What follows belongs to an exercise in optimizing a design on an open flow for small area and a short achievable clock period; a production flow would make more cautious choices. Power and IR drop assume default switching activity.

==> job 8662: inputs <==
Design alu_reg, start of the top module:
module alu_reg
( input         clk,
  input  [2:0]  Op_code,
  input  [31:0] A, B,
  output [31:0] Y
);
==> flow/config.mk <==
export PLATFORM = sky130hd
export DESIGN_NAME = alu_reg
export DESIGN_NICKNAME = alu_reg
export VERILOG_FILES = /design/flow/design.v
export SDC_FILE = /design/flow/constraint.sdc
export NUM_CORES = 8
export LEC_CHECK = 0
export CAP_MARGIN = 20
export CORE_MARGIN = 2
export CORE_UTILIZATION = 40
export SETUP_SLACK_MARGIN = 2.6
export SLEW_MARGIN = 20
export SYNTH_HIERARCHICAL = 1
==> flow/constraint.sdc <==
create_clock -name core_clock -period 4.5 [get_ports {clk}]
set_input_delay 0.9000 -clock core_clock [delete_from_list [all_inputs] [get_ports {clk}]]
set_output_delay 0.9000 -clock core_clock [all_outputs]
set_load 0.01 [all_outputs]
standard.sh (not shown) runs the stock make flow with config.mk's settings and CLKGATE_MAP_FILE= SYNTH_SCRIPT=/design/flow/synth_recipe.tcl, a recipe that flattens the netlist after the stock synthesis.
==> flow/flow/run.sh <==
#!/bin/bash
# Own flow: the standard layout (standard.sh), with the ports buffered by
# the smallest buffer rather than the one buffer_ports picks by itself.
set -euo pipefail
bash standard.sh "BUFFER_PORTS_ARGS=-buffer_cell sky130_fd_sc_hd__buf_1" finish > standard_make.log 2>&1
==> job 7235 (differences from job 8662) <==
SETUP_SLACK_MARGIN = 2.9   (was 2.6)
==> run summary <==
item                                                                job 8662    job 7235
Reg2reg setup slack                                                  2.70 ns     2.73 ns
Area taken by multi-input logic gates                               2380 um2    2740 um2
Fillcell total                                                           781         638
Dpl ws                                                               1.53 ns     1.52 ns
Post-layout nets                                                         568         600
Multi-input combinational cell count                                     242         241
Post-layout minimum cycle time                                       1.94 ns     1.97 ns
Overall routing resource usage                                         15.9%       17.6%
End point of the critical path                                       u_r[17]      u_r[1]
Relative area of clock buffers and inverters in the final design       4.40%       3.99%
Worst path required time                                             4.72 ns     4.73 ns
CTS resizes                                                               33         122
Detailed Place HPWL                                                  5420 um     5630 um
Relative contribution of sequential cells to total power               43.4%       39.5%
Met1 GRT Util                                                          18.3%       20.0%
Beginning of the critical path                                    Op_code[0]  Op_code[1]
Power attributed to sequential cells                                0.938 mW    0.957 mW
Worst Hold Margin                                                   0.331 ns    0.343 ns
Layout clock buffer count                                                 11          13
Clock share of power                                                   28.0%       25.9%
Hold-critical path endpoint                                           y_r[1]      y_r[0]
Outcome                                     no timing/DRC/antenna violations  no timing/DRC/antenna violations
Function was not checked in any run of this note: the RTL went through the layout flow alone.

---

==> indigo <==
Another version of the RTL of alu_reg (not shown whole).
## alu_reg
module alu_reg
( input         clk,
  input  [2:0]  Op_code,
  input  [31:0] A, B,
  output [31:0] Y
);
  wire [31:0] u_c, y_c;
  wire [6:0]  g_c;
  reg  [31:0] u_r, y_r;
  reg  [6:0]  g_r;
  ALU_pre  u_pre  (.Op_code(Op_code), .A(A), .B(B), .U(u_c), .G(g_c));
  ALU_post u_post (.U(u_r), .G(g_r), .Y(y_c));
  always @(posedge clk) begin
    u_r <= u_c;
    g_r <= g_c;
    y_r <= y_c;
  end
  assign Y = y_r;
endmodule
export LEC_CHECK = 0
export ABC_AREA = 1
export CAP_MARGIN = 20
export CORE_MARGIN = 2
export CORE_UTILIZATION = 40
export SETUP_SLACK_MARGIN = 2.3
export SLEW_MARGIN = 20
create_clock -name core_clock -period 4.5 [get_ports {clk}]
Scripts as last shown in full above: flow/flow/run.sh
==> inputs of tundra, as changes to indigo <==
==> flow/design.v (replaced) <==
module ALU_pre
( input  [2:0]  Op_code,
  input  [31:0] A, B,
  output [31:0] U,
  output [6:0] G
);
  wire cin   = (Op_code == 3'b010) | (Op_code == 3'b101);
  reg  [31:0] x, y;
  always @(*) begin
    case (Op_code)
      3'b011:  x = A & B;
      3'b100:  x = A | B;
      3'b111:  x = B;
      default: x = A;
    endcase
    case (Op_code)
      3'b001:  y = B;
      3'b010:  y = ~B;
      3'b110:  y = 32'hFFFFFFFF;
      default: y = 32'd0;
    endcase
  end
  assign {G[0], U[3:0]} = {1'b0, x[3:0]} + {1'b0, y[3:0]} + cin;
  assign {G[1], U[7:4]} = {1'b0, x[7:4]} + {1'b0, y[7:4]} + 1'b0;
  assign {G[2], U[11:8]} = {1'b0, x[11:8]} + {1'b0, y[11:8]} + 1'b0;
  assign {G[3], U[15:12]} = {1'b0, x[15:12]} + {1'b0, y[15:12]} + 1'b0;
  assign {G[4], U[19:16]} = {1'b0, x[19:16]} + {1'b0, y[19:16]} + 1'b0;
  assign {G[5], U[23:20]} = {1'b0, x[23:20]} + {1'b0, y[23:20]} + 1'b0;
  assign {G[6], U[27:24]} = {1'b0, x[27:24]} + {1'b0, y[27:24]} + 1'b0;
  assign U[31:28] = x[31:28] + y[31:28] + 1'b0;
endmodule
module ALU_post
( input  [31:0] U,
  input  [6:0] G,
  output [31:0] Y
);
  wire p0 = &U[3:0];
  wire p1 = &U[7:4];
  wire p2 = &U[11:8];
  wire p3 = &U[15:12];
  wire p4 = &U[19:16];
  wire p5 = &U[23:20];
  wire p6 = &U[27:24];
  wire p7 = &U[31:28];
  wire [7:0] c;
  assign c[0] = 1'b0;
  assign c[1] = (G[0]);
  assign c[2] = (G[0] & p1) | (G[1]);
  assign c[3] = (G[0] & p1 & p2) | (G[1] & p2) | (G[2]);
  assign c[4] = (G[0] & p1 & p2 & p3) | (G[1] & p2 & p3) | (G[2] & p3) | (G[3]);
  assign c[5] = (G[0] & p1 & p2 & p3 & p4) | (G[1] & p2 & p3 & p4) | (G[2] & p3 & p4) | (G[3] & p4) | (G[4]);
  assign c[6] = (G[0] & p1 & p2 & p3 & p4 & p5) | (G[1] & p2 & p3 & p4 & p5) | (G[2] & p3 & p4 & p5) | (G[3] & p4 & p5) | (G[4] & p5) | (G[5]);
  assign c[7] = (G[0] & p1 & p2 & p3 & p4 & p5 & p6) | (G[1] & p2 & p3 & p4 & p5 & p6) | (G[2] & p3 & p4 & p5 & p6) | (G[3] & p4 & p5 & p6) | (G[4] & p5 & p6) | (G[5] & p6) | (G[6]);
  assign Y[3:0] = U[3:0] + c[0];
  assign Y[7:4] = U[7:4] + c[1];
  assign Y[11:8] = U[11:8] + c[2];
  assign Y[15:12] = U[15:12] + c[3];
  assign Y[19:16] = U[19:16] + c[4];
  assign Y[23:20] = U[23:20] + c[5];
  assign Y[27:24] = U[27:24] + c[6];
  assign Y[31:28] = U[31:28] + c[7];
endmodule
module alu_reg
( input         clk,
  input  [2:0]  Op_code,
  input  [31:0] A, B,
  output [31:0] Y
);
  wire [31:0] u_c, y_c;
  wire [6:0]  g_c;
  reg  [31:0] u_r, y_r;
  reg  [6:0]  g_r;
  ALU_pre  u_pre  (.Op_code(Op_code), .A(A), .B(B), .U(u_c), .G(g_c));
  ALU_post u_post (.U(u_r), .G(g_r), .Y(y_c));
  always @(posedge clk) begin
    u_r <= u_c;
    g_r <= g_c;
    y_r <= y_c;
  end
  assign Y = y_r;
endmodule
==> flow/run.sh (new file) <==
#!/bin/bash
# synth_recipe.tcl (not shown) runs the flow's synth.tcl, then flattens the netlist and writes it again
# the make line also repeats each setting of config.mk as NAME=value (left out here)
make -C /OpenROAD-flow-scripts/flow DESIGN_CONFIG=/design/flow/config.mk WORK_HOME=/design/flow/orfs CLKGATE_MAP_FILE= SYNTH_SCRIPT=/design/flow/synth_recipe.tcl finish
SETUP_SLACK_MARGIN = 2.7   (was 2.3)
removed: flow/flow/run.sh
removed: flow/standard.sh
==> inputs of xenon, as changes to indigo <==
==> flow/run.sh (new file) <==
#!/bin/bash
# synth_recipe.tcl (not shown) runs the flow's synth.tcl, then flattens the netlist and writes it again
# the make line also repeats each setting of config.mk as NAME=value (left out here)
make -C /OpenROAD-flow-scripts/flow DESIGN_CONFIG=/design/flow/config.mk WORK_HOME=/design/flow/orfs CLKGATE_MAP_FILE= SYNTH_SCRIPT=/design/flow/synth_recipe.tcl finish
SETUP_SLACK_MARGIN = 2.7   (was 2.3)
removed: flow/flow/run.sh
removed: flow/standard.sh
==> qor summary <==
Result of the run: indigo finished clean; tundra finished clean; xenon finished clean
Layout Utilization: indigo 56.2%; tundra 62.2%; xenon 62.4%
Global-route track usage on met2: indigo 35.0%; tundra 36.1%; xenon 40.4%
FILL cells: indigo 913; tundra 858; xenon 844
Total of clock buffers placed in the layout: indigo 10; tundra 9; xenon 11
Die W: indigo 101 µm; tundra 105 µm; xenon 101 µm
Area share of fa/ha/maj cells after synthesis: indigo 4.94%; tundra 17.7%; xenon 4.94%
DPL Wire Length: indigo 6.70 mm; tundra 7.43 mm; xenon 6.85 mm
Number of global-route vias before repair: indigo 3556; tundra 3755; xenon 3809
Clock Skews: indigo 0.00792 ns; tundra 0.00752 ns; xenon 0.0121 ns
Number of instances in the synthesized netlist: indigo 514; tundra 521; xenon 514
Final instance count without filler cells: indigo 780; tundra 807; xenon 792
Startpoint of the worst-slack reg-to-reg timing path: indigo u_r[5]$_DFF_P_; tundra g_r[0]$_DFF_P_; xenon u_r[5]$_DFF_P_
Register area share after synthesis: indigo 37.4%; tundra 34.5%; xenon 37.4%
CP Data Required Time: indigo 4.73 ns; tundra 4.74 ns; xenon 4.73 ns
Seq group: indigo 832 µW; tundra 873 µW; xenon 837 µW
Instance area after placement: indigo 4310 µm²; tundra 5280 µm²; xenon 4970 µm²
Area of the multi-input gates: indigo 2430 µm²; tundra 2720 µm²; xenon 2430 µm²
Pin count of the biggest net entering global routing: indigo 18; tundra 32; xenon 34
Xor and xnor area share after synthesis: indigo 7.38%; tundra 6.16%; xenon 7.38%
Clock buffer and inverter area fraction after layout: indigo 3.80%; tundra 3.33%; xenon 3.45%
Most frequent cell after synthesis: indigo nand2_1; tundra a21oi_1; xenon nand2_1
Overall Global Routing Usage: indigo 20.1%; tundra 21.4%; xenon 21.2%
No run of this note included a check of the RTL's function; only the layout flow was run.

[separate check: timing with driven ports]
The flow's constraints put no driver on any port. The routed layouts listed below were extracted and timed again, unchanged, in two steps.
Step 1: set_driving_cell puts a clkbuf_16 on clk and a buf_2 on each other input, an assumption about the parent block.
Step 2 times the ports against the registers' clock, not the clock port: input delays grow and output delays shrink by t, the midpoint of the rising clock arrivals with the driver on.
Three values: ideal ports, drivers, drivers and shift; two values: the first two.
run | shift t [ns] | slack for setup (ns) | worst hold slack (ns) | worst data-port slew with drivers (ns) | pins driven straight from the clock port
job 8662 | 0.365 | 2.556 / 2.529 / 2.164 | 0.331 / 0.331 / 0.331 | 0.06 | 1
job 7235 | 0.368 | 2.532 / 2.517 / 2.148 | 0.343 / 0.343 / 0.343 | 0.06 | 1
indigo | 0.378 | 2.234 / 2.202 / 1.825 | 0.340 / 0.340 / 0.340 | 0.06 | 1
tundra | 0.372 | 2.223 / 2.181 / 1.809 | 0.332 / 0.332 / 0.332 | 0.07 | 1
xenon | 0.376 | 2.208 / 2.196 / 1.820 | 0.332 / 0.332 / 0.332 | 0.06 | 1
After both steps every run listed still meets setup and hold. The setup slack of tundra, which loses most, moves by -0.042 ns with the drivers and by -0.414 ns with both steps.
